This design comes from an exercise in tuning for small area on the open sky130 flow, not from production work.
The RTL was checked by simulation tests, not by an equivalence proof against the original design.
Power figures rest on the tool's default switching activity, not on a simulated workload.

--- flow/design.v ---
module FIR_Filter_Optimized(
  input clk,
  input CLK_Filter,
  input rst_n,
  input wire [7:0] RED_ADC_Value,
  input wire [7:0] IR_ADC_Next,
  output wire [19:0] Out_RED_Filtered,
  output wire [19:0] Out_IR_Filtered);
reg [8*46-1:0] sr;    
reg [4:0] h;          
reg [18:0] ir_hold;
reg [18:0] out_red, out_ir;
assign Out_RED_Filtered = {1'b0, out_red};
assign Out_IR_Filtered = {1'b0, out_ir};
wire [7:0] mn0 = ~(sr[31:24] & {8{h >= 5'd2}});
wire [7:0] mn1 = ~(sr[47:40] & {8{h >= 5'd3}});
wire [7:0] mn2 = ~(sr[63:56] & {8{h >= 5'd4}});
wire [7:0] mn3 = ~(sr[79:72] & {8{h >= 5'd5}});
wire [7:0] mn4 = ~(sr[95:88] & {8{h >= 5'd6}});
wire [7:0] mn5 = ~(sr[111:104] & {8{h >= 5'd7}});
wire [7:0] mn6 = ~(sr[127:120] & {8{h >= 5'd8}});
wire [7:0] mn7 = ~(sr[143:136] & {8{h >= 5'd9}});
wire [7:0] mn8 = ~(sr[159:152] & {8{h >= 5'd10}});
wire [7:0] mn9 = ~(sr[175:168] & {8{h >= 5'd11}});
wire [7:0] mn10 = ~(sr[191:184] & {8{h >= 5'd12}});
wire [7:0] mn11 = ~(sr[207:200] & {8{h >= 5'd13}});
wire [7:0] mn12 = ~(sr[223:216] & {8{h >= 5'd14}});
wire [7:0] mn13 = ~(sr[239:232] & {8{h >= 5'd15}});
wire [7:0] mn14 = ~(sr[255:248] & {8{h >= 5'd16}});
wire [7:0] mn15 = ~(sr[271:264] & {8{h >= 5'd17}});
wire [7:0] mn16 = ~(sr[287:280] & {8{h >= 5'd18}});
wire [7:0] mn17 = ~(sr[303:296] & {8{h >= 5'd19}});
wire [7:0] mn18 = ~(sr[319:312] & {8{h >= 5'd20}});
wire [7:0] mn19 = ~(sr[335:328] & {8{h >= 5'd21}});
wire [7:0] mn20 = ~(sr[351:344] & {8{h >= 5'd22}});
wire [7:0] mn21 = ~(sr[367:360] & {8{h >= 5'd23}});
wire hs1, hc2, fs3, fc4, fs5, fc6, fs7, fc8, fs9, fc10, fs11, fc12, fs13, fc14, fs15, fc16, hs17, hc18, fs19, fc20, fs21, fc22, fs23, fc24, fs25, fc26, fs27, fc28, fs29, fc30, fs31, fc32, hs33, hc34, fs35, fc36, fs37, fc38, fs39, fc40, fs41, fc42, fs43, fc44, fs45, fc46, fs47, fc48, hs49, hc50, fs51, fc52, fs53, fc54, fs55, fc56, fs57, fc58, fs59, fc60, fs61, fc62, fs63, fc64, hs65, hc66, fs67, fc68, fs69, fc70, fs71, fc72, fs73, fc74, fs75, fc76, fs77, fc78, fs79, fc80, hs81, hc82, fs83, fc84, fs85, fc86, fs87, fc88, fs89, fc90, fs91, fc92, fs93, fc94, fs95, fc96, hs97, hc98, fs99, fc100, fs101, fc102, fs103, fc104, fs105, fc106, fs107, fc108, fs109, fc110, fs111, fc112, hs113, hc114, fs115, fc116, fs117, fc118, fs119, fc120, fs121, fc122, fs123, fc124, fs125, fc126, fs127, fc128, nv129, nv130, nv131, nv132, nv133, nv134, nv135, nv136, nv137, nv138, nv139, nv140, nv141, nv142, nv143, nv144, nv145, nv146, nv147, nv148, nv149, nv150, nv151, nv152, nv153, nv154, nv155, nv156, nv157, nv158, nv159, nv160, nv161, nv162, nv163, nv164, nv165, nv166, nv167, nv168, nv169, nv170, nv171, nv172, nv173, nv174, nv175, nv176, nv177, nv178, nv179, nv180, nv181, nv182, fs183, fc184, hs185, hc186, fs187, fc188, fs189, fc190, fs191, fc192, fs193, fc194, fs195, fc196, fs197, fc198, fs199, fc200, fs201, fc202, fs203, fc204, fs205, fc206, fs207, fc208, fs209, fc210, fs211, fc212, fs213, fc214, fs215, fc216, fs217, fc218, fs219, fc220, fs221, fc222, fs223, fc224, fs225, fc226, fs227, fc228, fs229, fc230, fs231, fc232, fs233, fc234, fs235, fc236, fs237, fc238, fs239, fc240, fs241, fc242, fs243, fc244, fs245, fc246, fs247, fc248, fs249, fc250, fs251, fc252, fs253, fc254, fs255, fc256, fs257, fc258, fs259, fc260, fs261, fc262, fs263, fc264, fs265, fc266, fs267, fc268, fs269, fc270, fs271, fc272, fs273, fc274, fs275, fc276, fs277, fc278, fs279, fc280, fs281, fc282, fs283, fc284, fs285, fc286, fs287, fc288, fs289, fc290, fs291, fc292, fs293, fc294, fs295, fc296, hs297, hc298, fs299, fc300, fs301, fc302, fs303, fc304, fs305, fc306, fs307, fc308, fs309, fc310, fs311, fc312, fs313, fc314, fs315, fc316, fs317, fc318, fs319, fc320, fs321, fc322, fs323, fc324, fs325, fc326, fs327, fc328, fs329, fc330, fs331, fc332, fs333, fc334, fs335, fc336, fs337, fc338, fs339, fc340, fs341, fc342, fs343, fc344, fs345, fc346, fs347, fc348, fs349, fc350, fs351, fc352, fs353, fc354, fs355, fc356, fs357, fc358, fs359, fc360, fs361, fc362, fs363, fc364, fs365, fc366, fs367, fc368, fs369, fc370, fs371, fc372, fs373, fc374, fs375, fc376, fs377, fc378, fs379, fc380, fs381, fc382, fs383, fc384, fs385, fc386, fs387, fc388, fs389, fc390, fs391, fc392, fs393, fc394, fs395, fc396, fs397, fc398, fs399, fc400, fs401, fc402, fs403, fc404, fs405, fc406, fs407, fc408, fs409, fc410, fs411, fc412, fs413, fc414, fs415, fc416, fs417, fc418, fs419, fc420, fs421, fc422, fs423, fc424, fs425, fc426, fs427, fc428, fs429, fc430, fs431, fc432, fs433, fc434, fs435, fc436, fs437, fc438, fs439, fc440, fs441, fc442, fs443, fc444, fs445, fc446, fs447, fc448, fs449, fc450, fs451, fc452, fs453, fc454, fs455, fc456, fs457, fc458, fs459, fc460, fs461, fc462, fs463, fc464, fs465, fc466, fs467, fc468, fs469, fc470, fs471, fc472, fs473, fc474, fs475, fc476, fs477, fc478, fs479, fc480, fs481, fc482, fs483, fc484, fs485, fc486, hs487, hc488, fs489, fc490, fs491, fc492, fs493, fc494, fs495, fc496, fs497, fc498, fs499, fc500, fs501, fc502, fs503, fc504, fs505, fc506, fs507, fc508, fs509, fc510, fs511, fc512, fs513, fc514, fs515, fc516, fs517, fc518, fs519, fc520, fs521, fc522, fs523, fc524, fs525, fc526, fs527, fc528, fs529, fc530, hs531, hc532, fs533, fc534, fs535, fc536, fs537, fc538, fs539, fc540, fs541, fc542, fs543, fc544, fs545, fc546, fs547, fc548, fs549, fc550, fs551, fc552, fs553, fc554, fs555, fc556, fs557, fc558, fs559, fc560, fs561, fc562, fs563, fc564, fs565, fc566, fs567, fc568, fs569, fc570, fs571, fc572, fs573, fc574, fs575, fc576, fs577, fc578, fs579, fc580, fs581, fc582, fs583, fc584, fs585, fc586, fs587, fc588, fs589, fc590, fs591, fc592, fs593, fc594, fs595, fc596, fs597, fc598, fs599, fc600, hs601, hc602, fs603, fc604, fs605, fc606, fs607, fc608, fs609, fc610, fs611, fc612, fs613, fc614, fs615, fc616, fs617, fc618, fs619, fc620, fs621, fc622, fs623, fc624, fs625, fc626, hs627, hc628, fs629, fc630, fs631, fc632, fs633, fc634, fs635, fc636, fs637, fc638, fs639, fc640, fs641, fc642, fs643, fc644, fs645, fc646, hs647, hc648, fs649, fc650, fs651, fc652, fs653, fc654, fs655, fc656, fs657, fc658, fs659, fc660, fs661, fc662, fs663, fc664, hs665, hc666, fs667, fc668, hs669, hc670, hs671, hc672;
HA uhs1(.a(mn1[0]), .b(mn20[0]), .s(hs1), .co(hc2));
FA ufs3(.a(mn1[1]), .b(mn20[1]), .c(hc2), .s(fs3), .co(fc4));
FA ufs5(.a(mn1[2]), .b(mn20[2]), .c(fc4), .s(fs5), .co(fc6));
FA ufs7(.a(mn1[3]), .b(mn20[3]), .c(fc6), .s(fs7), .co(fc8));
FA ufs9(.a(mn1[4]), .b(mn20[4]), .c(fc8), .s(fs9), .co(fc10));
FA ufs11(.a(mn1[5]), .b(mn20[5]), .c(fc10), .s(fs11), .co(fc12));
FA ufs13(.a(mn1[6]), .b(mn20[6]), .c(fc12), .s(fs13), .co(fc14));
FA ufs15(.a(mn1[7]), .b(mn20[7]), .c(fc14), .s(fs15), .co(fc16));
HA uhs17(.a(mn3[0]), .b(mn18[0]), .s(hs17), .co(hc18));
FA ufs19(.a(mn3[1]), .b(mn18[1]), .c(hc18), .s(fs19), .co(fc20));
FA ufs21(.a(mn3[2]), .b(mn18[2]), .c(fc20), .s(fs21), .co(fc22));
FA ufs23(.a(mn3[3]), .b(mn18[3]), .c(fc22), .s(fs23), .co(fc24));
FA ufs25(.a(mn3[4]), .b(mn18[4]), .c(fc24), .s(fs25), .co(fc26));
FA ufs27(.a(mn3[5]), .b(mn18[5]), .c(fc26), .s(fs27), .co(fc28));
FA ufs29(.a(mn3[6]), .b(mn18[6]), .c(fc28), .s(fs29), .co(fc30));
FA ufs31(.a(mn3[7]), .b(mn18[7]), .c(fc30), .s(fs31), .co(fc32));
HA uhs33(.a(mn4[0]), .b(mn17[0]), .s(hs33), .co(hc34));
FA ufs35(.a(mn4[1]), .b(mn17[1]), .c(hc34), .s(fs35), .co(fc36));
FA ufs37(.a(mn4[2]), .b(mn17[2]), .c(fc36), .s(fs37), .co(fc38));
FA ufs39(.a(mn4[3]), .b(mn17[3]), .c(fc38), .s(fs39), .co(fc40));
FA ufs41(.a(mn4[4]), .b(mn17[4]), .c(fc40), .s(fs41), .co(fc42));
FA ufs43(.a(mn4[5]), .b(mn17[5]), .c(fc42), .s(fs43), .co(fc44));
FA ufs45(.a(mn4[6]), .b(mn17[6]), .c(fc44), .s(fs45), .co(fc46));
FA ufs47(.a(mn4[7]), .b(mn17[7]), .c(fc46), .s(fs47), .co(fc48));
HA uhs49(.a(mn5[0]), .b(mn16[0]), .s(hs49), .co(hc50));
FA ufs51(.a(mn5[1]), .b(mn16[1]), .c(hc50), .s(fs51), .co(fc52));
FA ufs53(.a(mn5[2]), .b(mn16[2]), .c(fc52), .s(fs53), .co(fc54));
FA ufs55(.a(mn5[3]), .b(mn16[3]), .c(fc54), .s(fs55), .co(fc56));
FA ufs57(.a(mn5[4]), .b(mn16[4]), .c(fc56), .s(fs57), .co(fc58));
FA ufs59(.a(mn5[5]), .b(mn16[5]), .c(fc58), .s(fs59), .co(fc60));
FA ufs61(.a(mn5[6]), .b(mn16[6]), .c(fc60), .s(fs61), .co(fc62));
FA ufs63(.a(mn5[7]), .b(mn16[7]), .c(fc62), .s(fs63), .co(fc64));
HA uhs65(.a(mn6[0]), .b(mn15[0]), .s(hs65), .co(hc66));
FA ufs67(.a(mn6[1]), .b(mn15[1]), .c(hc66), .s(fs67), .co(fc68));
FA ufs69(.a(mn6[2]), .b(mn15[2]), .c(fc68), .s(fs69), .co(fc70));
FA ufs71(.a(mn6[3]), .b(mn15[3]), .c(fc70), .s(fs71), .co(fc72));
FA ufs73(.a(mn6[4]), .b(mn15[4]), .c(fc72), .s(fs73), .co(fc74));
FA ufs75(.a(mn6[5]), .b(mn15[5]), .c(fc74), .s(fs75), .co(fc76));
FA ufs77(.a(mn6[6]), .b(mn15[6]), .c(fc76), .s(fs77), .co(fc78));
FA ufs79(.a(mn6[7]), .b(mn15[7]), .c(fc78), .s(fs79), .co(fc80));
HA uhs81(.a(mn7[0]), .b(mn14[0]), .s(hs81), .co(hc82));
FA ufs83(.a(mn7[1]), .b(mn14[1]), .c(hc82), .s(fs83), .co(fc84));
FA ufs85(.a(mn7[2]), .b(mn14[2]), .c(fc84), .s(fs85), .co(fc86));
FA ufs87(.a(mn7[3]), .b(mn14[3]), .c(fc86), .s(fs87), .co(fc88));
FA ufs89(.a(mn7[4]), .b(mn14[4]), .c(fc88), .s(fs89), .co(fc90));
FA ufs91(.a(mn7[5]), .b(mn14[5]), .c(fc90), .s(fs91), .co(fc92));
FA ufs93(.a(mn7[6]), .b(mn14[6]), .c(fc92), .s(fs93), .co(fc94));
FA ufs95(.a(mn7[7]), .b(mn14[7]), .c(fc94), .s(fs95), .co(fc96));
HA uhs97(.a(mn8[0]), .b(mn13[0]), .s(hs97), .co(hc98));
FA ufs99(.a(mn8[1]), .b(mn13[1]), .c(hc98), .s(fs99), .co(fc100));
FA ufs101(.a(mn8[2]), .b(mn13[2]), .c(fc100), .s(fs101), .co(fc102));
FA ufs103(.a(mn8[3]), .b(mn13[3]), .c(fc102), .s(fs103), .co(fc104));
FA ufs105(.a(mn8[4]), .b(mn13[4]), .c(fc104), .s(fs105), .co(fc106));
FA ufs107(.a(mn8[5]), .b(mn13[5]), .c(fc106), .s(fs107), .co(fc108));
FA ufs109(.a(mn8[6]), .b(mn13[6]), .c(fc108), .s(fs109), .co(fc110));
FA ufs111(.a(mn8[7]), .b(mn13[7]), .c(fc110), .s(fs111), .co(fc112));
HA uhs113(.a(mn9[0]), .b(mn12[0]), .s(hs113), .co(hc114));
FA ufs115(.a(mn9[1]), .b(mn12[1]), .c(hc114), .s(fs115), .co(fc116));
FA ufs117(.a(mn9[2]), .b(mn12[2]), .c(fc116), .s(fs117), .co(fc118));
FA ufs119(.a(mn9[3]), .b(mn12[3]), .c(fc118), .s(fs119), .co(fc120));
FA ufs121(.a(mn9[4]), .b(mn12[4]), .c(fc120), .s(fs121), .co(fc122));
FA ufs123(.a(mn9[5]), .b(mn12[5]), .c(fc122), .s(fs123), .co(fc124));
FA ufs125(.a(mn9[6]), .b(mn12[6]), .c(fc124), .s(fs125), .co(fc126));
FA ufs127(.a(mn9[7]), .b(mn12[7]), .c(fc126), .s(fs127), .co(fc128));
assign nv129 = ~hs17;
assign nv130 = ~fs19;
assign nv131 = ~fs21;
assign nv132 = ~fs23;
assign nv133 = ~fs25;
assign nv134 = ~fs27;
assign nv135 = ~fs29;
assign nv136 = ~fs31;
assign nv137 = ~fc32;
assign nv138 = ~hs49;
assign nv139 = ~fs51;
assign nv140 = ~fs53;
assign nv141 = ~fs55;
assign nv142 = ~fs57;
assign nv143 = ~fs59;
assign nv144 = ~fs61;
assign nv145 = ~fs63;
assign nv146 = ~fc64;
assign nv147 = ~hs65;
assign nv148 = ~fs67;
assign nv149 = ~fs69;
assign nv150 = ~fs71;
assign nv151 = ~fs73;
assign nv152 = ~fs75;
assign nv153 = ~fs77;
assign nv154 = ~fs79;
assign nv155 = ~fc80;
assign nv156 = ~hs81;
assign nv157 = ~fs83;
assign nv158 = ~fs85;
assign nv159 = ~fs87;
assign nv160 = ~fs89;
assign nv161 = ~fs91;
assign nv162 = ~fs93;
assign nv163 = ~fs95;
assign nv164 = ~fc96;
assign nv165 = ~hs97;
assign nv166 = ~fs99;
assign nv167 = ~fs101;
assign nv168 = ~fs103;
assign nv169 = ~fs105;
assign nv170 = ~fs107;
assign nv171 = ~fs109;
assign nv172 = ~fs111;
assign nv173 = ~fc112;
assign nv174 = ~hs113;
assign nv175 = ~fs115;
assign nv176 = ~fs117;
assign nv177 = ~fs119;
assign nv178 = ~fs121;
assign nv179 = ~fs123;
assign nv180 = ~fs125;
assign nv181 = ~fs127;
assign nv182 = ~fc128;
FA ufs183(.a(1'b1), .b(hs33), .c(nv156), .s(fs183), .co(fc184));
HA uhs185(.a(nv165), .b(fs183), .s(hs185), .co(hc186));
FA ufs187(.a(mn0[0]), .b(mn21[0]), .c(hs1), .s(fs187), .co(fc188));
FA ufs189(.a(hs33), .b(hs113), .c(nv147), .s(fs189), .co(fc190));
FA ufs191(.a(fs35), .b(fc184), .c(fs187), .s(fs191), .co(fc192));
FA ufs193(.a(nv157), .b(nv166), .c(fs189), .s(fs193), .co(fc194));
FA ufs195(.a(hc186), .b(fs191), .c(fs193), .s(fs195), .co(fc196));
FA ufs197(.a(1'b1), .b(mn0[1]), .c(mn21[1]), .s(fs197), .co(fc198));
FA ufs199(.a(nv129), .b(nv138), .c(fs197), .s(fs199), .co(fc200));
FA ufs201(.a(fs3), .b(fs35), .c(fs115), .s(fs201), .co(fc202));
FA ufs203(.a(fc188), .b(fc190), .c(nv148), .s(fs203), .co(fc204));
FA ufs205(.a(fs199), .b(fs37), .c(fc192), .s(fs205), .co(fc206));
FA ufs207(.a(nv158), .b(nv167), .c(fs201), .s(fs207), .co(fc208));
FA ufs209(.a(fc194), .b(fs203), .c(fs205), .s(fs209), .co(fc210));
FA ufs211(.a(fs207), .b(fc196), .c(fs209), .s(fs211), .co(fc212));
FA ufs213(.a(1'b1), .b(mn0[2]), .c(mn21[2]), .s(fs213), .co(fc214));
FA ufs215(.a(hs1), .b(hs33), .c(nv174), .s(fs215), .co(fc216));
FA ufs217(.a(fc198), .b(fs213), .c(nv130), .s(fs217), .co(fc218));
FA ufs219(.a(nv139), .b(fs215), .c(fc200), .s(fs219), .co(fc220));
FA ufs221(.a(fs5), .b(fs37), .c(fs117), .s(fs221), .co(fc222));
FA ufs223(.a(fc202), .b(nv149), .c(fc204), .s(fs223), .co(fc224));
FA ufs225(.a(fs217), .b(fs219), .c(fs39), .s(fs225), .co(fc226));
FA ufs227(.a(fc206), .b(fs221), .c(nv159), .s(fs227), .co(fc228));
FA ufs229(.a(nv168), .b(fc208), .c(fs223), .s(fs229), .co(fc230));
FA ufs231(.a(fs225), .b(fc210), .c(fs227), .s(fs231), .co(fc232));
FA ufs233(.a(fs229), .b(fc212), .c(fs231), .s(fs233), .co(fc234));
FA ufs235(.a(mn0[3]), .b(mn21[3]), .c(mn2[0]), .s(fs235), .co(fc236));
FA ufs237(.a(mn19[0]), .b(hs65), .c(nv165), .s(fs237), .co(fc238));
FA ufs239(.a(fc214), .b(fs235), .c(fs3), .s(fs239), .co(fc240));
FA ufs241(.a(fs35), .b(fc216), .c(nv175), .s(fs241), .co(fc242));
FA ufs243(.a(fs237), .b(nv131), .c(nv140), .s(fs243), .co(fc244));
FA ufs245(.a(fs239), .b(fc218), .c(fs241), .s(fs245), .co(fc246));
FA ufs247(.a(fc220), .b(fc222), .c(fs7), .s(fs247), .co(fc248));
FA ufs249(.a(fs39), .b(fs119), .c(nv150), .s(fs249), .co(fc250));
FA ufs251(.a(fc224), .b(fs243), .c(fs245), .s(fs251), .co(fc252));
FA ufs253(.a(fs41), .b(fc226), .c(nv160), .s(fs253), .co(fc254));
FA ufs255(.a(nv169), .b(fc228), .c(fs247), .s(fs255), .co(fc256));
FA ufs257(.a(fc230), .b(fs249), .c(fs251), .s(fs257), .co(fc258));
FA ufs259(.a(fc232), .b(fs253), .c(fs255), .s(fs259), .co(fc260));
FA ufs261(.a(fs257), .b(fc234), .c(fs259), .s(fs261), .co(fc262));
FA ufs263(.a(1'b1), .b(mn0[4]), .c(mn21[4]), .s(fs263), .co(fc264));
FA ufs265(.a(mn2[1]), .b(mn19[1]), .c(hs17), .s(fs265), .co(fc266));
FA ufs267(.a(hs33), .b(nv156), .c(fc236), .s(fs267), .co(fc268));
FA ufs269(.a(fs263), .b(fs67), .c(fc238), .s(fs269), .co(fc270));
FA ufs271(.a(fs265), .b(nv166), .c(fs267), .s(fs271), .co(fc272));
FA ufs273(.a(fs5), .b(fs37), .c(fc240), .s(fs273), .co(fc274));
FA ufs275(.a(nv176), .b(fc242), .c(fs269), .s(fs275), .co(fc276));
FA ufs277(.a(fs271), .b(fs273), .c(nv132), .s(fs277), .co(fc278));
FA ufs279(.a(nv141), .b(fc244), .c(fc246), .s(fs279), .co(fc280));
FA ufs281(.a(fs275), .b(fs9), .c(fs41), .s(fs281), .co(fc282));
FA ufs283(.a(fs121), .b(fc248), .c(nv151), .s(fs283), .co(fc284));
FA ufs285(.a(fc250), .b(fs277), .c(fc252), .s(fs285), .co(fc286));
FA ufs287(.a(fs279), .b(fs43), .c(nv161), .s(fs287), .co(fc288));
FA ufs289(.a(nv170), .b(fc254), .c(fc256), .s(fs289), .co(fc290));
FA ufs291(.a(fs281), .b(fs283), .c(fc258), .s(fs291), .co(fc292));
FA ufs293(.a(fs285), .b(fc260), .c(fs287), .s(fs293), .co(fc294));
FA ufs295(.a(fs289), .b(fs291), .c(fc262), .s(fs295), .co(fc296));
HA uhs297(.a(fs293), .b(fs295), .s(hs297), .co(hc298));
FA ufs299(.a(mn0[5]), .b(mn21[5]), .c(mn2[2]), .s(fs299), .co(fc300));
FA ufs301(.a(mn19[2]), .b(hs49), .c(hs65), .s(fs301), .co(fc302));
FA ufs303(.a(fc264), .b(fs299), .c(fs19), .s(fs303), .co(fc304));
FA ufs305(.a(fs35), .b(fc266), .c(fs301), .s(fs305), .co(fc306));
FA ufs307(.a(nv157), .b(fc268), .c(fs69), .s(fs307), .co(fc308));
FA ufs309(.a(fc270), .b(nv167), .c(fs303), .s(fs309), .co(fc310));
FA ufs311(.a(fs305), .b(fc272), .c(fc274), .s(fs311), .co(fc312));
FA ufs313(.a(fs7), .b(fs39), .c(fs307), .s(fs313), .co(fc314));
FA ufs315(.a(nv177), .b(fc276), .c(fs309), .s(fs315), .co(fc316));
FA ufs317(.a(nv133), .b(nv142), .c(fc278), .s(fs317), .co(fc318));
FA ufs319(.a(fs311), .b(fc280), .c(fs313), .s(fs319), .co(fc320));
FA ufs321(.a(fs315), .b(fs11), .c(fs43), .s(fs321), .co(fc322));
FA ufs323(.a(fs123), .b(fc282), .c(nv152), .s(fs323), .co(fc324));
FA ufs325(.a(fc284), .b(fs317), .c(fc286), .s(fs325), .co(fc326));
FA ufs327(.a(fs319), .b(fs45), .c(nv162), .s(fs327), .co(fc328));
FA ufs329(.a(nv171), .b(fc288), .c(fc290), .s(fs329), .co(fc330));
FA ufs331(.a(fs321), .b(fs323), .c(fc292), .s(fs331), .co(fc332));
FA ufs333(.a(fs325), .b(fc294), .c(fs327), .s(fs333), .co(fc334));
FA ufs335(.a(fs329), .b(fs331), .c(fs333), .s(fs335), .co(fc336));
FA ufs337(.a(fc296), .b(hc298), .c(fs335), .s(fs337), .co(fc338));
FA ufs339(.a(1'b1), .b(mn0[6]), .c(mn21[6]), .s(fs339), .co(fc340));
FA ufs341(.a(mn2[3]), .b(mn19[3]), .c(mn10[0]), .s(fs341), .co(fc342));
FA ufs343(.a(mn11[0]), .b(hs81), .c(hs97), .s(fs343), .co(fc344));
FA ufs345(.a(hs113), .b(fc300), .c(fs339), .s(fs345), .co(fc346));
FA ufs347(.a(fs341), .b(fs51), .c(fs67), .s(fs347), .co(fc348));
FA ufs349(.a(fc302), .b(fs343), .c(fs345), .s(fs349), .co(fc350));
FA ufs351(.a(fs21), .b(fs37), .c(fc304), .s(fs351), .co(fc352));
FA ufs353(.a(fc306), .b(nv158), .c(fs347), .s(fs353), .co(fc354));
FA ufs355(.a(fs349), .b(fc308), .c(fs71), .s(fs355), .co(fc356));
FA ufs357(.a(fs351), .b(nv168), .c(fc310), .s(fs357), .co(fc358));
FA ufs359(.a(fs353), .b(fc312), .c(fs9), .s(fs359), .co(fc360));
FA ufs361(.a(fs41), .b(nv178), .c(fc314), .s(fs361), .co(fc362));
FA ufs363(.a(fs355), .b(fc316), .c(fs357), .s(fs363), .co(fc364));
FA ufs365(.a(nv134), .b(nv143), .c(fc318), .s(fs365), .co(fc366));
FA ufs367(.a(fs359), .b(fc320), .c(fs361), .s(fs367), .co(fc368));
FA ufs369(.a(fs363), .b(fs13), .c(fs45), .s(fs369), .co(fc370));
FA ufs371(.a(fs125), .b(fc322), .c(nv153), .s(fs371), .co(fc372));
FA ufs373(.a(fc324), .b(fs365), .c(fc326), .s(fs373), .co(fc374));
FA ufs375(.a(fs367), .b(fs47), .c(nv163), .s(fs375), .co(fc376));
FA ufs377(.a(nv172), .b(fc328), .c(fc330), .s(fs377), .co(fc378));
FA ufs379(.a(fs369), .b(fs371), .c(fc332), .s(fs379), .co(fc380));
FA ufs381(.a(fs373), .b(fc334), .c(fs375), .s(fs381), .co(fc382));
FA ufs383(.a(fs377), .b(fs379), .c(fc336), .s(fs383), .co(fc384));
FA ufs385(.a(fs381), .b(fc338), .c(fs383), .s(fs385), .co(fc386));
FA ufs387(.a(1'b1), .b(mn0[7]), .c(mn21[7]), .s(fs387), .co(fc388));
FA ufs389(.a(mn2[4]), .b(mn19[4]), .c(mn10[1]), .s(fs389), .co(fc390));
FA ufs391(.a(mn11[1]), .b(fc340), .c(fc342), .s(fs391), .co(fc392));
FA ufs393(.a(fs387), .b(fs389), .c(fs83), .s(fs393), .co(fc394));
FA ufs395(.a(fs99), .b(fs115), .c(fc344), .s(fs395), .co(fc396));
FA ufs397(.a(fc346), .b(fs391), .c(fs53), .s(fs397), .co(fc398));
FA ufs399(.a(fs69), .b(fc348), .c(fs393), .s(fs399), .co(fc400));
FA ufs401(.a(fs395), .b(fc350), .c(fc352), .s(fs401), .co(fc402));
FA ufs403(.a(fs23), .b(fs39), .c(fs397), .s(fs403), .co(fc404));
FA ufs405(.a(nv159), .b(fc354), .c(fs399), .s(fs405), .co(fc406));
FA ufs407(.a(fs73), .b(fc356), .c(nv169), .s(fs407), .co(fc408));
FA ufs409(.a(fc358), .b(fs401), .c(fs403), .s(fs409), .co(fc410));
FA ufs411(.a(fs405), .b(fs11), .c(fs43), .s(fs411), .co(fc412));
FA ufs413(.a(fc360), .b(nv179), .c(fc362), .s(fs413), .co(fc414));
FA ufs415(.a(fc364), .b(fs407), .c(fs409), .s(fs415), .co(fc416));
FA ufs417(.a(nv135), .b(nv144), .c(fc366), .s(fs417), .co(fc418));
FA ufs419(.a(fs411), .b(fc368), .c(fs413), .s(fs419), .co(fc420));
FA ufs421(.a(fs415), .b(fc48), .c(nv164), .s(fs421), .co(fc422));
FA ufs423(.a(nv173), .b(fs15), .c(fs47), .s(fs423), .co(fc424));
FA ufs425(.a(fs127), .b(fc370), .c(nv154), .s(fs425), .co(fc426));
FA ufs427(.a(fc372), .b(fs417), .c(fc374), .s(fs427), .co(fc428));
FA ufs429(.a(fs419), .b(fc376), .c(fc378), .s(fs429), .co(fc430));
FA ufs431(.a(fs421), .b(fs423), .c(fs425), .s(fs431), .co(fc432));
FA ufs433(.a(fs427), .b(fc380), .c(fs429), .s(fs433), .co(fc434));
FA ufs435(.a(fc382), .b(fs431), .c(fs433), .s(fs435), .co(fc436));
FA ufs437(.a(fc384), .b(fs435), .c(fc386), .s(fs437), .co(fc438));
FA ufs439(.a(1'b1), .b(mn2[5]), .c(mn19[5]), .s(fs439), .co(fc440));
FA ufs441(.a(mn10[2]), .b(mn11[2]), .c(fc388), .s(fs441), .co(fc442));
FA ufs443(.a(fc390), .b(fs439), .c(fc392), .s(fs443), .co(fc444));
FA ufs445(.a(fs441), .b(fs85), .c(fs101), .s(fs445), .co(fc446));
FA ufs447(.a(fs117), .b(fc394), .c(fc396), .s(fs447), .co(fc448));
FA ufs449(.a(fs443), .b(fc398), .c(fs55), .s(fs449), .co(fc450));
FA ufs451(.a(fs71), .b(fs445), .c(fs447), .s(fs451), .co(fc452));
FA ufs453(.a(fc400), .b(fc402), .c(fs25), .s(fs453), .co(fc454));
FA ufs455(.a(fs41), .b(nv160), .c(fc404), .s(fs455), .co(fc456));
FA ufs457(.a(fs449), .b(fc406), .c(fs451), .s(fs457), .co(fc458));
FA ufs459(.a(fs75), .b(nv170), .c(fc408), .s(fs459), .co(fc460));
FA ufs461(.a(fs453), .b(fc410), .c(fs455), .s(fs461), .co(fc462));
FA ufs463(.a(fs457), .b(fs13), .c(fs45), .s(fs463), .co(fc464));
FA ufs465(.a(fc412), .b(nv180), .c(fc414), .s(fs465), .co(fc466));
FA ufs467(.a(fs459), .b(fc416), .c(fs461), .s(fs467), .co(fc468));
FA ufs469(.a(fc16), .b(fc48), .c(fc128), .s(fs469), .co(fc470));
FA ufs471(.a(nv155), .b(nv136), .c(nv145), .s(fs471), .co(fc472));
FA ufs473(.a(fc418), .b(fs463), .c(fc420), .s(fs473), .co(fc474));
FA ufs475(.a(fs465), .b(fs467), .c(fc422), .s(fs475), .co(fc476));
FA ufs477(.a(fc424), .b(fs469), .c(fc426), .s(fs477), .co(fc478));
FA ufs479(.a(fs471), .b(fc428), .c(fs473), .s(fs479), .co(fc480));
FA ufs481(.a(fc430), .b(fs475), .c(fs477), .s(fs481), .co(fc482));
FA ufs483(.a(fc432), .b(fs479), .c(fc434), .s(fs483), .co(fc484));
FA ufs485(.a(fs481), .b(fc436), .c(fs483), .s(fs485), .co(fc486));
HA uhs487(.a(fc438), .b(fs485), .s(hs487), .co(hc488));
FA ufs489(.a(mn2[6]), .b(mn19[6]), .c(mn10[3]), .s(fs489), .co(fc490));
FA ufs491(.a(mn11[3]), .b(fc440), .c(fs489), .s(fs491), .co(fc492));
FA ufs493(.a(fc442), .b(fs491), .c(fc444), .s(fs493), .co(fc494));
FA ufs495(.a(fc446), .b(fc448), .c(fs87), .s(fs495), .co(fc496));
FA ufs497(.a(fs103), .b(fs119), .c(fs493), .s(fs497), .co(fc498));
FA ufs499(.a(fs57), .b(fs73), .c(fc450), .s(fs499), .co(fc500));
FA ufs501(.a(fc452), .b(fs495), .c(fs497), .s(fs501), .co(fc502));
FA ufs503(.a(fs27), .b(fs43), .c(fc454), .s(fs503), .co(fc504));
FA ufs505(.a(nv161), .b(fc456), .c(fs499), .s(fs505), .co(fc506));
FA ufs507(.a(fc458), .b(fs501), .c(fs77), .s(fs507), .co(fc508));
FA ufs509(.a(nv171), .b(fc460), .c(fs503), .s(fs509), .co(fc510));
FA ufs511(.a(fc462), .b(fs505), .c(nv137), .s(fs511), .co(fc512));
FA ufs513(.a(nv146), .b(fs15), .c(fs47), .s(fs513), .co(fc514));
FA ufs515(.a(fc464), .b(nv181), .c(fc466), .s(fs515), .co(fc516));
FA ufs517(.a(fs507), .b(fs509), .c(fc468), .s(fs517), .co(fc518));
FA ufs519(.a(fc470), .b(fc472), .c(fs511), .s(fs519), .co(fc520));
FA ufs521(.a(fs513), .b(fc474), .c(fs515), .s(fs521), .co(fc522));
FA ufs523(.a(fs517), .b(fc476), .c(fc478), .s(fs523), .co(fc524));
FA ufs525(.a(fs519), .b(fc480), .c(fs521), .s(fs525), .co(fc526));
FA ufs527(.a(fc482), .b(fs523), .c(fs525), .s(fs527), .co(fc528));
FA ufs529(.a(fc484), .b(fs527), .c(fc486), .s(fs529), .co(fc530));
HA uhs531(.a(hc488), .b(fs529), .s(hs531), .co(hc532));
FA ufs533(.a(mn2[7]), .b(mn19[7]), .c(mn10[4]), .s(fs533), .co(fc534));
FA ufs535(.a(mn11[4]), .b(fc490), .c(fs533), .s(fs535), .co(fc536));
FA ufs537(.a(fc492), .b(fs535), .c(fc494), .s(fs537), .co(fc538));
FA ufs539(.a(fs89), .b(fs105), .c(fs121), .s(fs539), .co(fc540));
FA ufs541(.a(fc496), .b(fc498), .c(fs537), .s(fs541), .co(fc542));
FA ufs543(.a(fs59), .b(fs75), .c(fc500), .s(fs543), .co(fc544));
FA ufs545(.a(fs539), .b(fc502), .c(fs541), .s(fs545), .co(fc546));
FA ufs547(.a(fs29), .b(fs45), .c(fc504), .s(fs547), .co(fc548));
FA ufs549(.a(nv162), .b(fc506), .c(fs543), .s(fs549), .co(fc550));
FA ufs551(.a(fs545), .b(fc16), .c(fc48), .s(fs551), .co(fc552));
FA ufs553(.a(nv182), .b(fs79), .c(fc508), .s(fs553), .co(fc554));
FA ufs555(.a(nv172), .b(fc510), .c(fs547), .s(fs555), .co(fc556));
FA ufs557(.a(fs549), .b(fc512), .c(fc514), .s(fs557), .co(fc558));
FA ufs559(.a(fs551), .b(fc516), .c(fs553), .s(fs559), .co(fc560));
FA ufs561(.a(fs555), .b(fc518), .c(fc520), .s(fs561), .co(fc562));
FA ufs563(.a(fs557), .b(fc522), .c(fs559), .s(fs563), .co(fc564));
FA ufs565(.a(fc524), .b(fs561), .c(fc526), .s(fs565), .co(fc566));
FA ufs567(.a(fs563), .b(fc528), .c(fs565), .s(fs567), .co(fc568));
FA ufs569(.a(fs567), .b(fc530), .c(hc532), .s(fs569), .co(fc570));
FA ufs571(.a(1'b1), .b(mn10[5]), .c(mn11[5]), .s(fs571), .co(fc572));
FA ufs573(.a(fc534), .b(fs571), .c(fc536), .s(fs573), .co(fc574));
FA ufs575(.a(fs573), .b(fc538), .c(fs91), .s(fs575), .co(fc576));
FA ufs577(.a(fs107), .b(fs123), .c(fc540), .s(fs577), .co(fc578));
FA ufs579(.a(fc542), .b(fs61), .c(fs77), .s(fs579), .co(fc580));
FA ufs581(.a(fc544), .b(fs575), .c(fs577), .s(fs581), .co(fc582));
FA ufs583(.a(fc546), .b(fc80), .c(nv173), .s(fs583), .co(fc584));
FA ufs585(.a(fs31), .b(fs47), .c(fc548), .s(fs585), .co(fc586));
FA ufs587(.a(nv163), .b(fc550), .c(fs579), .s(fs587), .co(fc588));
FA ufs589(.a(fs581), .b(fc552), .c(fc554), .s(fs589), .co(fc590));
FA ufs591(.a(fs583), .b(fc556), .c(fs585), .s(fs591), .co(fc592));
FA ufs593(.a(fs587), .b(fc558), .c(fs589), .s(fs593), .co(fc594));
FA ufs595(.a(fc560), .b(fs591), .c(fc562), .s(fs595), .co(fc596));
FA ufs597(.a(fs593), .b(fc564), .c(fs595), .s(fs597), .co(fc598));
FA ufs599(.a(fc566), .b(fs597), .c(fc568), .s(fs599), .co(fc600));
HA uhs601(.a(fc570), .b(fs599), .s(hs601), .co(hc602));
FA ufs603(.a(mn10[6]), .b(mn11[6]), .c(fc572), .s(fs603), .co(fc604));
FA ufs605(.a(fs603), .b(fc574), .c(fs93), .s(fs605), .co(fc606));
FA ufs607(.a(fs109), .b(fs125), .c(fc576), .s(fs607), .co(fc608));
FA ufs609(.a(fc578), .b(fc32), .c(fc48), .s(fs609), .co(fc610));
FA ufs611(.a(nv164), .b(fs63), .c(fs79), .s(fs611), .co(fc612));
FA ufs613(.a(fc580), .b(fc582), .c(fs605), .s(fs613), .co(fc614));
FA ufs615(.a(fs607), .b(fc584), .c(fc586), .s(fs615), .co(fc616));
FA ufs617(.a(fs609), .b(fc588), .c(fs611), .s(fs617), .co(fc618));
FA ufs619(.a(fs613), .b(fc590), .c(fs615), .s(fs619), .co(fc620));
FA ufs621(.a(fc592), .b(fs617), .c(fc594), .s(fs621), .co(fc622));
FA ufs623(.a(fs619), .b(fc596), .c(fs621), .s(fs623), .co(fc624));
FA ufs625(.a(fc598), .b(fs623), .c(fc600), .s(fs625), .co(fc626));
HA uhs627(.a(hc602), .b(fs625), .s(hs627), .co(hc628));
FA ufs629(.a(mn10[7]), .b(mn11[7]), .c(fc604), .s(fs629), .co(fc630));
FA ufs631(.a(fs629), .b(fc64), .c(fc80), .s(fs631), .co(fc632));
FA ufs633(.a(fs95), .b(fs111), .c(fs127), .s(fs633), .co(fc634));
FA ufs635(.a(fc606), .b(fc608), .c(fc610), .s(fs635), .co(fc636));
FA ufs637(.a(fc612), .b(fs631), .c(fc614), .s(fs637), .co(fc638));
FA ufs639(.a(fs633), .b(fc616), .c(fs635), .s(fs639), .co(fc640));
FA ufs641(.a(fc618), .b(fs637), .c(fc620), .s(fs641), .co(fc642));
FA ufs643(.a(fs639), .b(fc622), .c(fs641), .s(fs643), .co(fc644));
FA ufs645(.a(fc624), .b(fs643), .c(fc626), .s(fs645), .co(fc646));
HA uhs647(.a(hc628), .b(fs645), .s(hs647), .co(hc648));
FA ufs649(.a(fc630), .b(fc96), .c(fc112), .s(fs649), .co(fc650));
FA ufs651(.a(fc128), .b(fc632), .c(fc634), .s(fs651), .co(fc652));
FA ufs653(.a(fs649), .b(fc636), .c(fs651), .s(fs653), .co(fc654));
FA ufs655(.a(fc638), .b(fc640), .c(fs653), .s(fs655), .co(fc656));
FA ufs657(.a(fc642), .b(fs655), .c(fc644), .s(fs657), .co(fc658));
FA ufs659(.a(fs657), .b(fc646), .c(hc648), .s(fs659), .co(fc660));
FA ufs661(.a(fc650), .b(fc652), .c(fc654), .s(fs661), .co(fc662));
FA ufs663(.a(fc656), .b(fs661), .c(fc658), .s(fs663), .co(fc664));
HA uhs665(.a(fc660), .b(fs663), .s(hs665), .co(hc666));
FA ufs667(.a(1'b1), .b(fc662), .c(fc664), .s(fs667), .co(fc668));
HA uhs669(.a(hc666), .b(fs667), .s(hs669), .co(hc670));
HA uhs671(.a(fc668), .b(hc670), .s(hs671), .co(hc672));
wire [18:0] sum_n = {hs671, hs669, hs665, fs659, hs647, hs627, hs601, fs569, hs531, hs487, fs437, fs385, fs337, hs297, fs261, fs233, fs211, fs195, hs185};
always @(posedge clk) begin
  sr <= {sr[8*45-1:0], CLK_Filter ? RED_ADC_Value : IR_ADC_Next};
  ir_hold <= ~sum_n;
  if (rst_n) begin
    h <= 5'd0;
    out_red <= 19'd0;
    out_ir <= 19'd0;
  end else if (CLK_Filter) begin
    if (h != 5'd23) h <= h + 5'd1;
    out_red <= ~sum_n;
    out_ir <= ir_hold;
  end
end
endmodule
module FA(input a, input b, input c, output s, output co);
assign s = a ^ b ^ c;
assign co = (a & b) | (c & (a ^ b));
endmodule
module HA(input a, input b, output s, output co);
assign s = a ^ b;
assign co = a & b;
endmodule
module Controller_StateMachine(ADC, clk, Find_Setting, rst_n, LED_Drive, DC_Comp, LED_IR, LED_RED, PGA_Gain,
                               RED_ADC_Value, IR_ADC_Next, CLK_Filter);
	input  wire [7:0] ADC;
	input  wire clk;
	input  wire rst_n;           
	input  wire Find_Setting;
	output wire [3:0] LED_Drive;
	output reg  [6:0] DC_Comp;
	output wire LED_IR;
	output wire LED_RED;
	output reg  [3:0] PGA_Gain;
	output reg  [7:0] RED_ADC_Value;  
	output wire [7:0] IR_ADC_Next;    
	output reg  CLK_Filter;
	localparam [3:0] S_IDLE  = 4'd0,   
	                 S_RST4  = 4'd1,   
	                 S_ROP   = 4'd2,
	                 S_RGAIN = 4'd3,
	                 S_IOP   = 4'd4,
	                 S_IGAIN = 4'd5,
	                 S_AR    = 4'd6,
	                 S_AI    = 4'd7,
	                 S_ALT   = 4'd8;
	reg [3:0]  st;
	reg [1:0]  prev;         
	reg [15:0] gw;           
	reg [3:0]  aw;           
	reg [4:0]  cnt;          
	reg [7:0]  vmin, vmax;
	reg [6:0]  oth_op;
	reg [3:0]  oth_g;
	reg        led_ir;
	reg [7:0]  IR_ADC_Value;
	assign LED_Drive = 4'd10;
	assign LED_IR  = led_ir;
	assign LED_RED = ~led_ir;
	wire in_reset = (st == S_IDLE) | (st == S_RST4);
	wire win_done = cnt[4] & cnt[2];
	wire aw_ok    = aw[3] & aw[1];
	wire in_rng = (ADC < 8'd240) & (ADC > 8'd5);
	wire clip   = (ADC > 8'd240) | (ADC < 8'd5);
	wire gw_ok  = (|gw[15:10]) | (gw[9] & ((|gw[8:6]) | (gw[5] & (|gw[4:0]))));
	wire [8:0] cmin, cmax;
	assign cmin[0] = 1'b1;    
	assign cmax[0] = 1'b0;    
	genvar gi;
	generate for (gi = 0; gi < 8; gi = gi + 1) begin : cmp
		assign cmin[gi+1] = (ADC[gi] & ~vmin[gi]) | (cmin[gi] & (ADC[gi] | ~vmin[gi]));
		assign cmax[gi+1] = (ADC[gi] & ~vmax[gi]) | (cmax[gi] & (ADC[gi] | ~vmax[gi]));
	end endgenerate
	wire lt_min = ~cmin[8];
	wire gt_max = cmax[8];
	wire [7:0] dcy;           
	wire [7:2] q;             
	assign dcy[1] = vmax[0] | ~vmin[0];
	assign dcy[2] = (vmax[1] & ~vmin[1]) | (dcy[1] & (vmax[1] | ~vmin[1]));
	generate for (gi = 2; gi < 7; gi = gi + 1) begin : sub
		FA u(.a(vmax[gi]), .b(~vmin[gi]), .c(dcy[gi]), .s(q[gi]), .co(dcy[gi+1]));
	end endgenerate
	assign q[7] = vmax[7] ^ ~vmin[7] ^ dcy[7];
	wire [7:0] mid;
	wire [7:0] mcy;
	HA m0(.a(vmin[0]), .b(q[2]), .s(mid[0]), .co(mcy[1]));
	generate for (gi = 1; gi < 6; gi = gi + 1) begin : add
		FA u(.a(vmin[gi]), .b(q[gi+2]), .c(mcy[gi]), .s(mid[gi]), .co(mcy[gi+1]));
	end endgenerate
	HA m6(.a(vmin[6]), .b(mcy[6]), .s(mid[6]), .co(mcy[7]));
	assign mid[7] = vmin[7] ^ mcy[7];
	wire accept = (mid >= 8'd117) & (mid <= 8'd137);
	wire [15:0] gw_inc;
	wire [15:0] gcy;
	assign gw_inc[0] = ~gw[0];
	assign gcy[1] = gw[0];
	generate for (gi = 1; gi < 15; gi = gi + 1) begin : ginc
		HA u(.a(gw[gi]), .b(gcy[gi]), .s(gw_inc[gi]), .co(gcy[gi+1]));
	end endgenerate
	assign gw_inc[15] = gw[15] ^ gcy[15];
	assign IR_ADC_Next = rst_n ? 8'd0 :
	                     Find_Setting ? IR_ADC_Value :
	                     in_reset ? 8'd0 :
	                     ((st == S_ALT) & (prev == 2'd2)) ? ADC : IR_ADC_Value;
	always @(posedge clk) begin
		IR_ADC_Value <= IR_ADC_Next;
		if (rst_n) CLK_Filter <= 1'b0;
		else CLK_Filter <= ~CLK_Filter;
	end
	always @(posedge clk) begin
		if (rst_n) begin
			st <= S_IDLE;
			prev <= 2'd0;
			led_ir <= 1'b0;
			DC_Comp <= 7'd0;
			PGA_Gain <= 4'd0;
			gw <= 16'd545;
			cnt <= 5'd0;
			vmin <= 8'd255;
			vmax <= 8'd0;
			aw <= 4'd10;
			RED_ADC_Value <= 8'd0;
		end else if (Find_Setting) begin
			st <= S_ROP;
		end else begin
			case (st)
			S_IDLE, S_RST4: begin
				led_ir <= 1'b0;
				DC_Comp <= 7'd0;
				PGA_Gain <= 4'd0;
				gw <= 16'd545;
				cnt <= 5'd0;
				vmin <= 8'd255;
				vmax <= 8'd0;
				aw <= 4'd10;
				RED_ADC_Value <= 8'd0;
				st <= (st == S_RST4) ? S_IOP : S_IDLE;
			end
			S_ROP, S_IOP: begin
				if (st == S_IOP) led_ir <= 1'b1;
				if (!win_done) begin
					if (lt_min) vmin <= ADC;
					if (gt_max) vmax <= ADC;
					cnt <= cnt + 5'd1;
				end else begin
					vmin <= 8'd255;
					vmax <= 8'd0;
					cnt <= 5'd1;
					if (accept) begin
						if (st == S_ROP) begin oth_op <= DC_Comp; st <= S_RGAIN; end
						else st <= S_IGAIN;
					end else
						DC_Comp <= DC_Comp + 7'd10;
				end
			end
			S_RGAIN, S_IGAIN: begin
				if (in_rng & gw_ok) PGA_Gain <= PGA_Gain + 4'd1;
				if ((in_rng & gw_ok) | clip) gw <= 16'd1;
				else gw <= gw_inc;
				if (clip) begin
					if (st == S_RGAIN) begin oth_g <= PGA_Gain; st <= S_RST4; end
					else st <= S_ALT;
				end
			end
			S_ALT: begin
				if (aw_ok) begin
					aw <= 4'd1;
					st <= (prev == 2'd1) ? S_AI : S_AR;
				end else
					aw <= aw + 4'd1;
				if (prev == 2'd1) RED_ADC_Value <= ADC;
			end
			S_AR, S_AI: begin
				if (led_ir != (st == S_AI)) begin
					DC_Comp <= oth_op;
					oth_op <= DC_Comp;
					PGA_Gain <= oth_g;
					oth_g <= PGA_Gain;
				end
				led_ir <= (st == S_AI);
				st <= S_ALT;
				prev <= (st == S_AI) ? 2'd2 : 2'd1;
			end
			default: ;
			endcase
		end
	end
endmodule
module Top_Module_Controller_and_FIR(ADC,clk,Find_Setting, rst_n, LED_Drive,DC_Comp,LED_IR,LED_RED,PGA_Gain,Out_IR_Filtered,Out_RED_Filtered);
	output wire [3:0] LED_Drive;
	output wire [6:0] DC_Comp;
	output wire LED_IR;
	output wire LED_RED;
	output wire [3:0] PGA_Gain;
	input wire [7:0] ADC;
	input wire clk;
	input wire rst_n;
	input wire Find_Setting;
	output wire [19:0] Out_IR_Filtered;
	output wire [19:0] Out_RED_Filtered;
	wire [7:0] RED_ADC_Value;
	wire [7:0] IR_ADC_Next;
	wire CLK_Filter;
	Controller_StateMachine Controller(
	.ADC(ADC), .clk(clk), .Find_Setting(Find_Setting), .rst_n(rst_n),
	.LED_Drive(LED_Drive), .DC_Comp(DC_Comp), .LED_IR(LED_IR), .LED_RED(LED_RED), .PGA_Gain(PGA_Gain),
	.RED_ADC_Value(RED_ADC_Value), .IR_ADC_Next(IR_ADC_Next), .CLK_Filter(CLK_Filter));
	FIR_Filter_Optimized Filters(
	.clk(clk), .CLK_Filter(CLK_Filter), .rst_n(rst_n),
	.RED_ADC_Value(RED_ADC_Value), .IR_ADC_Next(IR_ADC_Next),
	.Out_RED_Filtered(Out_RED_Filtered), .Out_IR_Filtered(Out_IR_Filtered));
endmodule
--- flow/flow/run.sh ---
#!/bin/bash
# Layout flow: the standard ORFS flow (standard.sh: the standard synthesis,
# floorplan, power grid, tap cells, placement, CTS, routing), with two settings
# passed to it through the environment:
#  - every port still gets its own buffer, but the smallest one (buf_1);
#  - the clock tree uses clkbuf_8 sink clusters and no dummy loads.
# The whole make output goes to flow_make.log in this folder; ORFS also writes
# each step's log under orfs/logs/.
set -euo pipefail
export BUFFER_PORTS_ARGS="-buffer_cell sky130_fd_sc_hd__buf_1"
export CTS_ARGS="-sink_clustering_enable -repair_clock_nets -dont_use_dummy_load -buf_list sky130_fd_sc_hd__clkbuf_8 -sink_clustering_size 20 -sink_clustering_max_diameter 50"
bash standard.sh finish > flow_make.log 2>&1
--- flow/standard.sh ---
#!/bin/bash
# synth_recipe.tcl (not shown) runs the flow's synth.tcl, then flattens the netlist and writes it again
# the make line also repeats each setting of config.mk as NAME=value (left out here)
make -C /OpenROAD-flow-scripts/flow DESIGN_CONFIG=/design/flow/config.mk WORK_HOME=/design/flow/orfs CLKGATE_MAP_FILE= SYNTH_SCRIPT=/design/flow/synth_recipe.tcl "${@:-finish}"
--- flow/config.mk ---
export PLATFORM = sky130hd
export DESIGN_NAME = Top_Module_Controller_and_FIR
export DESIGN_NICKNAME = Top_Module_Controller_and_FIR
export VERILOG_FILES = /design/flow/design.v
export SDC_FILE = /design/flow/constraint.sdc
export NUM_CORES = 4
export LEC_CHECK = 0
export CAP_MARGIN = 20
export CORE_MARGIN = 2
export CORE_UTILIZATION = 70
export SLEW_MARGIN = 20
export SYNTH_HIERARCHICAL = 1
--- flow/constraint.sdc ---
create_clock -name core_clock -period 10.0 [get_ports {clk}]
set_input_delay 2.0000 -clock core_clock [delete_from_list [all_inputs] [get_ports {clk}]]
set_output_delay 2.0000 -clock core_clock [all_outputs]
set_load 0.01 [all_outputs]
==> results.txt, run 1 <==
- Hold path startpoint: Filters.sr[311]$_DFF_P_
- CTS Root Cell: sky130_fd_sc_hd__clkbuf_8
- Reg-to-reg critical path endpoint: Filters.out_red[18]$_SDFFE_PP0P_
- Most common cell on crit path: sky130_fd_sc_hd__fa_1
- Top cells by area, synth: sky130_fd_sc_hd__dfxtp_1, sky130_fd_sc_hd__fa_1, sky130_fd_sc_hd__nand2_1
- Pins over their slew limit: 0
- Number of buffers on the longest clock path: 3
- Kind of capture point of the worst setup path: flop
- Share of the clock period used by the worst path after layout: 0.9662
- Maximum fanout encountered on the critical timing path: 9
- Max-capacitance violation count: 0
- Number of nets still failing antenna checks after routing: 0
- Number of nets in the layout: 2,109
- Die outline area: 32,110 um^2
- Result of the run: no timing/DRC/antenna violations
- Number of synthesized flops with an enable pin: 11
- Vias: 11.94k
- Setup tns final: 0 ps
- Peak supply drop: 0.00009508 V
- Slew at the pin with the worst max-slew slack: 1021 ps
- Post-DP HPWL: 34.54 mm
- Highest Clock Rate: 103.5 MHz
- Hold path cells: 0
- PortBufs: 61
- CP Data Required Time: 10,420 ps
- Post-route minimum period: 9662 ps
- Top FF cell, synth: sky130_fd_sc_hd__dfxtp_1
- Synthesis warning total: 8
- Total routing usage reported by global routing: 0.2803
- Proportion of synthesized flip-flops having asynchronous set or reset: 0
- CTS buffer count: 40
- Detailed-route wire length: 43.03 mm
- Crit path setup slack, layout: 338.4 ps
- Count of mapped cells out of synthesis: 1,661
- Worst slack at placement: 135.0 ps
- R2R setup slack: 340 ps
- Worst clock skew: 120.5 ps
- Antenna diodes: 0
- Final std cell area, no fill: 22,850 um^2
- Remaining max-slew budget at the tightest pin: 0.3167
- Met3 WL post-DR: 1.979 mm
- Power per cell area: 151.1 nW/um^2
- DRC viols: 0
- Register clock-pin slew on the reported worst setup and hold paths: 110 ps
- Crit Path Class: flop to flop
- Vias in the first global route: 12.45k
- Mean routed wirelength per cell: 20.03 um
- Sequential fraction of the synthesis area: 0.4868
- Kind of path behind the tightest hold check: flop to flop
- Largest net degree at the start of global routing: 74
- Detailed route wirelength on metal2: 21.64 mm
- Count of cells along the worst register-to-register path: 28
- RR Startpoint: Filters.h[0]$_SDFFE_PP0P_
- Number of H-tree levels: 2
- Worst path slowest cell: sky130_fd_sc_hd__fa_1
- Total clock sinks: 517
- Arr. time, crit path: 10,080 ps
- Leakage power figure: 8.357 nW
- Syn_area_per_cell: 12.94 um^2
- Clock latency (worst-skew pair): 620 ps
- Count of pins on the block boundary: 68
- Number of detailed-routing iterations run before antenna repair: 5
- Die height: 179.2 um
- Worst stage delay on the critical path: 510 ps
- Effective utilization at floorplan: 0.7061
- Detailed router's first-iteration violation count: 718
- Area share of the largest cell type after synthesis: 0.4714
- Top metal layer carrying routed signals: met5
- Total standard cell area after synthesis: 21,490 um^2
- First-pass GRT wire length: 66.47 mm
- Final count of negative-setup-slack endpoints: 0
- Antenna violations before repair: 1
- Die width: 179.2 um
- CTS tree: built
- Placed cell areas: 22,140 um^2
- Final Hold Violating Endpoints: 0
- Hold EP: Filters.sr[319]$_DFF_P_
- CTS Hold Buffers Added: 0
- Ratio of routed vias to standard cells: 5.558
- Most area-hungry cell type in the Yosys netlist: sky130_fd_sc_hd__dfxtp_1
- Flip-flop and latch count after synthesis: 517
- Fraction of final layout cells with drive strength greater than 1: 0.07872
- Kind of launch point of the worst setup path: flop
- Area grow syn2layout: 6.324%
- Core Box Area: 30,430 um^2
- Met1 WL: 18.09 mm
- Placer congestion estimate: 0.9144
- Distinct cell type count of the synthesized netlist: 86
- Site row count: 64
- GRT Residual Overflow: 0
- Utilization after layout: 0.7508
metal layers:
| metal | GRT usage | vias to the layer above |
|---|---|---|
| li1 | - | 5547 |
| met1 | 0.3695 | 5993 |
| met2 | 0.4821 | 317 |
| met3 | 0.04453 | 85 |
| met4 | 0.08569 | 2 |
| met5 | 0 | - |
critical path: cells and delay by family, from the launching register on:
family                     cells  cell delay, ps
adders and majority gates     23            8080
and+or+nand+nor                2             600
DFF                            1             360
AOI/OAI and AO/OA              1             230
buffers and inverters          2             230
how the worst max path moves through the flow:
stage,cells after the start,from,end
3_3_place_gp,27,Filters.h[2]$_SDFFE_PP0P_,Filters.out_red[18]$_SDFFE_PP0P_
4_1_cts,28,Filters.h[1]$_SDFFE_PP0P_,Filters.out_red[18]$_SDFFE_PP0P_
6_report,28,Filters.h[0]$_SDFFE_PP0P_,Filters.out_red[18]$_SDFFE_PP0P_
2_1_floorplan,29,Filters.h[0]$_SDFFE_PP0P_,Filters.out_red[18]$_SDFFE_PP0P_
3_5_place_dp,28,Filters.h[1]$_SDFFE_PP0P_,Filters.out_red[18]$_SDFFE_PP0P_
5_1_grt,30,Filters.h[0]$_SDFFE_PP0P_,Filters.out_red[18]$_SDFFE_PP0P_
Yosys stat by module (local to each module, per instance), a selection:
module / area [um^2] / cells inside / times used
Controller_StateMachine: 4437 / 476 / 1
FA: 20.02 / 1 / 301
FIR_Filter_Optimized: 10600 / 850 / 1
HA: 12.51 / 1 / 34
report_power, final:
part	leakage [nW]	internal (mW)	switching (mW)
clock	0.288	0.359	0.597
sequential	4.20	2.12	0.0410
combinational	3.87	0.136	0.195
total	8.36	2.62	0.833
flip-flops by register name (all words and copies together) (netlist names), 8 cells and up:
name and cells:
Filters.sr 368, Filters.ir_hold 19, Filters.out_ir 19, Filters.out_red 19, Controller.gw 16, Controller.IR_ADC_Value 8
Controller.RED_ADC_Value 8, Controller.vmax 8, Controller.vmin 8
metrics by stage:
stage / total power [mW] / cells / hold slack, ps
2_1_floorplan: 2.442 / 1672 / 309.6
3_3_place_gp: 2.525 / 2105 / 309.6
3_5_place_dp: 2.537 / 2105 / 312.1
4_1_cts: 3.476 / 2145 / 227.6
5_1_grt: 3.605 / 2149 / 233.9
6_report: 3.452 / 2149 / 229.2
layout make-up:
cell class,instances,area [um^2]
Tap cell,396,495.5
Inverter,95,362.8
Timing Repair inverter,1,7.507
Fill cell,2028,7584
Clock buffer,40,550.5
Timing Repair Buffer,96,499.2
Sequential cell,517,10470
Multi-Input combinational cell,1004,10460
cell usage in the layout, fill, tap and decap left out, types with 23 or more instances in the layout:
cell                         n
sky130_fd_sc_hd__a211oi_1   30
sky130_fd_sc_hd__a21oi_1    34
sky130_fd_sc_hd__buf_1      60
sky130_fd_sc_hd__buf_4      34
sky130_fd_sc_hd__clkbuf_8   40
sky130_fd_sc_hd__dfxtp_1   500
sky130_fd_sc_hd__fa_1      293
sky130_fd_sc_hd__ha_1       39
sky130_fd_sc_hd__inv_1      92
sky130_fd_sc_hd__mux2i_1    29
sky130_fd_sc_hd__nand2_1   227
sky130_fd_sc_hd__nor2_1     85
sky130_fd_sc_hd__o21ai_0    23
synth_stat cells (all sizes together) (4+ instances only):
library cell / count
a21oi: 40
o2bb2ai: 7
o21ai: 34
o211ai: 6
mux2: 8
or4: 6
mux2i: 29
nor4: 6
a31oi: 4
xnor2: 8
dfxtp: 506
inv: 95
o21a: 6
ha: 42
nand2b: 10
a211oi: 30
nor2: 88
o32a: 8
buf: 34
a22oi: 4
nor2b: 13
nand3: 15
nand2: 227
clkbuf: 22
maj3: 4
conb: 4
edfxtp: 11
nand4: 5
nor3: 16
fa: 301
a22o: 12
logic make-up after synthesis:
family	share of synthesized area
adders and majority gates	0.3068
muxes	0.01770
other	0.0006986
DFF	0.4868
xor gates and xnor gates	0.004834
AOI/OAI and AO/OA	0.06365
buffers and inverters	0.03377
and+or+nand+nor	0.08578
timing repair:
item	4_1_cts	5_1_grt
buffers inserted	0	3
gates resized for setup	0	36
setup endpoints to repair	0	4
==> run 2: changes to the inputs <==
--- a/flow/design.v
+++ b/flow/design.v
@@ -449,4 +449,3 @@
 	reg [15:0] gw;           
-	reg [3:0]  aw;           
-	reg [4:0]  cnt;          
+	reg [4:0]  cnt;
 	reg [7:0]  vmin, vmax;
@@ -461,3 +460,4 @@
 	wire win_done = cnt[4] & cnt[2];
-	wire aw_ok    = aw[3] & aw[1];
+	wire aw_ok    = cnt[3] & cnt[1];
+	wire in_alt   = (st == S_ALT) | (st == S_AR) | (st == S_AI);
 	wire in_rng = (ADC < 8'd240) & (ADC > 8'd5);
@@ -520,3 +520,2 @@
 			vmax <= 8'd0;
-			aw <= 4'd10;
 			RED_ADC_Value <= 8'd0;
@@ -524,2 +523,3 @@
 			st <= S_ROP;
+			if (in_alt) cnt <= 5'd1;
 		end else begin
@@ -534,3 +534,2 @@
 				vmax <= 8'd0;
-				aw <= 4'd10;
 				RED_ADC_Value <= 8'd0;
@@ -561,3 +560,3 @@
 					if (st == S_RGAIN) begin oth_g <= PGA_Gain; st <= S_RST4; end
-					else st <= S_ALT;
+					else begin st <= S_ALT; cnt <= 5'd10; end
 				end
@@ -566,6 +565,6 @@
 				if (aw_ok) begin
-					aw <= 4'd1;
+					cnt <= 5'd1;
 					st <= (prev == 2'd1) ? S_AI : S_AR;
 				end else
-					aw <= aw + 4'd1;
+					cnt <= cnt + 5'd1;
 				if (prev == 2'd1) RED_ADC_Value <= ADC;
--- a/flow/flow/run.sh
+++ b/flow/flow/run.sh
@@ -10,3 +10,3 @@
 export BUFFER_PORTS_ARGS="-buffer_cell sky130_fd_sc_hd__buf_1"
-export CTS_ARGS="-sink_clustering_enable -repair_clock_nets -dont_use_dummy_load -buf_list sky130_fd_sc_hd__clkbuf_8 -sink_clustering_size 20 -sink_clustering_max_diameter 50"
+export CTS_ARGS="-sink_clustering_enable -repair_clock_nets -dont_use_dummy_load -buf_list sky130_fd_sc_hd__clkbuf_8 -sink_clustering_size 18 -sink_clustering_max_diameter 60"
 bash standard.sh finish > flow_make.log 2>&1
--- a/flow/config.mk
+++ b/flow/config.mk
@@ -7,6 +7,6 @@
 export LEC_CHECK = 0
-export CAP_MARGIN = 20
+export CAP_MARGIN = 0
 export CORE_MARGIN = 2
-export CORE_UTILIZATION = 70
-export SLEW_MARGIN = 20
+export CORE_UTILIZATION = 60
+export SLEW_MARGIN = 0
 export SYNTH_HIERARCHICAL = 1
==> results.txt, run 2 <==
- Clock latency (worst-skew pair): 650 ps (was 620 ps)
- Total clock sinks: 513 (was 517)
- CTS Hold Buffers Added: 0 (unchanged)
- Crit path setup slack, layout: 258.7 ps (was 338.4 ps)
- First-pass GRT wire length: 67.82 mm (was 66.47 mm)
- Filler cell count in the final layout: 2,722 (was 2,028)
- Die height: 192.0 um (was 179.2 um)
- Setup tns final: 0 ps (unchanged)
- Arr. time, crit path: 10,250 ps (was 10,080 ps)
- Result of the run: no timing/DRC/antenna violations (unchanged)
- Vias: 11.66k (was 11.94k)
- Count of mapped cells out of synthesis: 1,652 (was 1,661)
- Xor and xnor fraction of the mapped netlist area: 0.003303 (was 0.004833)
- Most common cell on crit path: sky130_fd_sc_hd__fa_1 (unchanged)
- Worst clock skew: 111.1 ps (was 120.5 ps)
- Placer congestion estimate: 0.8861 (was 0.9144)
- Utilization after layout: 0.6517 (was 0.7508)
- Total standard cell area after synthesis: 21,210 um^2 (was 21,490 um^2)
- Kind of capture point of the worst setup path: flop (unchanged)
- Area grow syn2layout: 6.642% (was 6.324%)
- Fin cells: 2,198 (was 2,149)
- Mean routed wirelength per cell: 19.83 um (was 20.03 um)
- Syn_area_per_cell: 12.84 um^2 (was 12.94 um^2)
- CTS buffer count: 39 (was 40)
- CTS tree: built (unchanged)
- Antenna violations before repair: 0 (was 1)
- Leading cell type by number of instances after synthesis: sky130_fd_sc_hd__dfxtp_1 (unchanged)
- Number of H-tree levels: 2 (unchanged)
- Die outline area: 36,880 um^2 (was 32,110 um^2)
- Share of power burned in combinational logic: 0.095 (was 0.096)
- Fraction of final layout cells with drive strength greater than 1: 0.07176 (was 0.07872)
- Highest-count cells in the layout ignoring fill and taps: sky130_fd_sc_hd__dfxtp_1, sky130_fd_sc_hd__fa_1, sky130_fd_sc_hd__nand2_1, sky130_fd_sc_hd__inv_1, sky130_fd_sc_hd__nor2_1 (unchanged)
- Kind of launch point of the worst setup path: flop (unchanged)
- Cell-internal power: 2.588 mW (was 2.619 mW)
- Site row count: 68 (was 64)
- Power per cell area: 151.2 nW/um^2 (was 151.1 nW/um^2)
- RR Startpoint: Filters.h[0]$_SDFFE_PP0P_ (unchanged)
- Post-DP HPWL: 35.31 mm (was 34.54 mm)
- Top FF cell, synth: sky130_fd_sc_hd__dfxtp_1 (unchanged)
- Worst slack at placement: 100.0 ps (was 135.0 ps)
- Sequential fraction of the synthesis area: 0.4893 (was 0.4868)
- Worst hold slack: 270.8 ps (was 229.2 ps)
- Final std cell area, no fill: 22,620 um^2 (was 22,850 um^2)
- Detailed router's first-iteration violation count: 539 (was 718)
- Count of cells along the worst register-to-register path: 28 (unchanged)
- Portion of netlist area occupied by mux cells: 0.01746 (was 0.01770)
- Slew at the pin with the worst max-slew slack: 1147 ps (was 1021 ps)
- GRT Residual Overflow: 0 (unchanged)
- Effective utilization at floorplan: 0.6111 (was 0.7061)
- Final Hold Violating Endpoints: 0 (unchanged)
- Share of the clock period used by the worst path after layout: 0.9741 (was 0.9662)
- Hold path startpoint: Filters.sr[303]$_DFF_P_ (was Filters.sr[311]$_DFF_P_)
- Clock network fraction of total power: 0.280 (was 0.277)
- Combinational family with the most area after synthesis: adder cells (unchanged)
- Top cells by area, synth: sky130_fd_sc_hd__dfxtp_1, sky130_fd_sc_hd__fa_1, sky130_fd_sc_hd__nand2_1 (unchanged)
- Net load switching power: 0.8326 mW (was 0.8328 mW)
- Worst path slowest cell: sky130_fd_sc_hd__or4_4 (was sky130_fd_sc_hd__fa_1)
- Most area-hungry cell type in the Yosys netlist: sky130_fd_sc_hd__dfxtp_1 (unchanged)
- Post-route minimum period: 9741 ps (was 9662 ps)
- Ratio of routed vias to standard cells: 5.303 (was 5.558)
- Placed cell areas: 22,010 um^2 (was 22,140 um^2)
- CTS Root Cell: sky130_fd_sc_hd__clkbuf_8 (unchanged)
- Flip-flop and latch count after synthesis: 513 (was 517)
- Synthesis warning total: 8 (unchanged)
- Leakage power figure: 8.389 nW (was 8.357 nW)
- Detailed-route wire length: 43.58 mm (was 43.03 mm)
- Part of the total power dissipated in sequential elements: 0.625 (was 0.627)
- Distinct cell type count of the synthesized netlist: 81 (was 86)
- Compound-cell area share of the yosys netlist: 0.06659 (was 0.06365)
- Remaining max-slew budget at the tightest pin: 0.2295 (was 0.3167)
- Highest Clock Rate: 102.7 MHz (was 103.5 MHz)
run 2: what timing repair did:
| item | 4_1_cts | 5_1_grt |
|---|---|---|
| endpoints found under the hold margin | 0 | 0 |
| setup endpoints to repair | 0 | 3 |
| resized for setup | 0 | 20 |
| buffers inserted | 0 | 1 |
run 2: worst max-delay path, delay by kind of cell (launching register included):
| kind | cells | cell delay, ps |
|---|---|---|
| compound gates | 1 | 230 |
| fa+ha+maj | 23 | 8120 |
| flops | 1 | 350 |
| buf+inv | 2 | 260 |
| simple gates | 2 | 690 |
run 2: Yosys stat by module, one instance, submodules excluded, excerpt:
module                   copies in the design  cell area [um^2]  flops+latches
FIR_Filter_Optimized                        1             10600            430
Controller_StateMachine                     1              4163             83
FA                                        301             20.02              0
HA                                         34             12.51              0
run 2: metal layers:
metal,GRT usage,vias to the layer above,routed length (um)
met5,0,-,0
met4,0.06371,0,773
met3,0.03983,52,1684
met2,0.4214,223,21910
met1,0.3387,5882,19220
li1,-,5498,-
run 2: cell families after synthesis:
kind of cell	Yosys count
compound gates	197
xor+xnor	8
fa+ha+maj	346
buf+inv	158
flops	513
mux	36
other cells	4
simple gates	390
run 2: final timing paths:
| path | slack (ps) | to |
|---|---|---|
| min reg2reg | 270 | Filters.sr[311]$_DFF_P_ |
| max reg2reg | 260 | Filters.out_red[18]$_SDFFE_PP0P_ |
| max | 260 | Filters.out_red[18]$_SDFFE_PP0P_ |
| min | 270 | Filters.sr[311]$_DFF_P_ |
run 2: layout make-up:
type                       instances  area [um^2]  area share
antenna                            1        2.502   0.0001106
inverter                         101        379.1     0.01676
sequential                       513        10390      0.4591
clock buffer                      39        536.8     0.02373
tap                              455        569.3     0.02517
multi-input combinational        992        10240      0.4529
timing repair buffer              97        503.0     0.02223
run 2: power by group through the flow:
stage,clock (mW),combinational [mW],sequential [mW]
3_3_place_gp,0,0.321,2.18
6_report,0.959,0.325,2.14
3_5_place_dp,0,0.328,2.18
4_1_cts,0.995,0.330,2.14
5_1_grt,1.07,0.372,2.14
2_1_floorplan,0,0.230,2.18

==> separate check: timing with driven ports <==
The results above use ideal ports. As a check the final layouts listed here were re-extracted and re-timed, cells and wires unchanged. Step 1, drivers: a clkbuf_16 drives clk and a buf_2 each remaining input, both assumed. Step 2, shift: input delay + t, output delay - t, t = (earliest + latest rising clock arrival at the registers) / 2. This alone moves slack from input paths to output paths. Slacks: no drivers / after step 1 / after step 2; pairs: no drivers / after step 1.
run | shift t [ns] | setup WS [ns]
run 1 | 0.607 | 0.338 / 0.338 / 0.338
run 2 | 0.642 | 0.259 / 0.259 / 0.259
After both steps setup and hold are still met in every run listed.
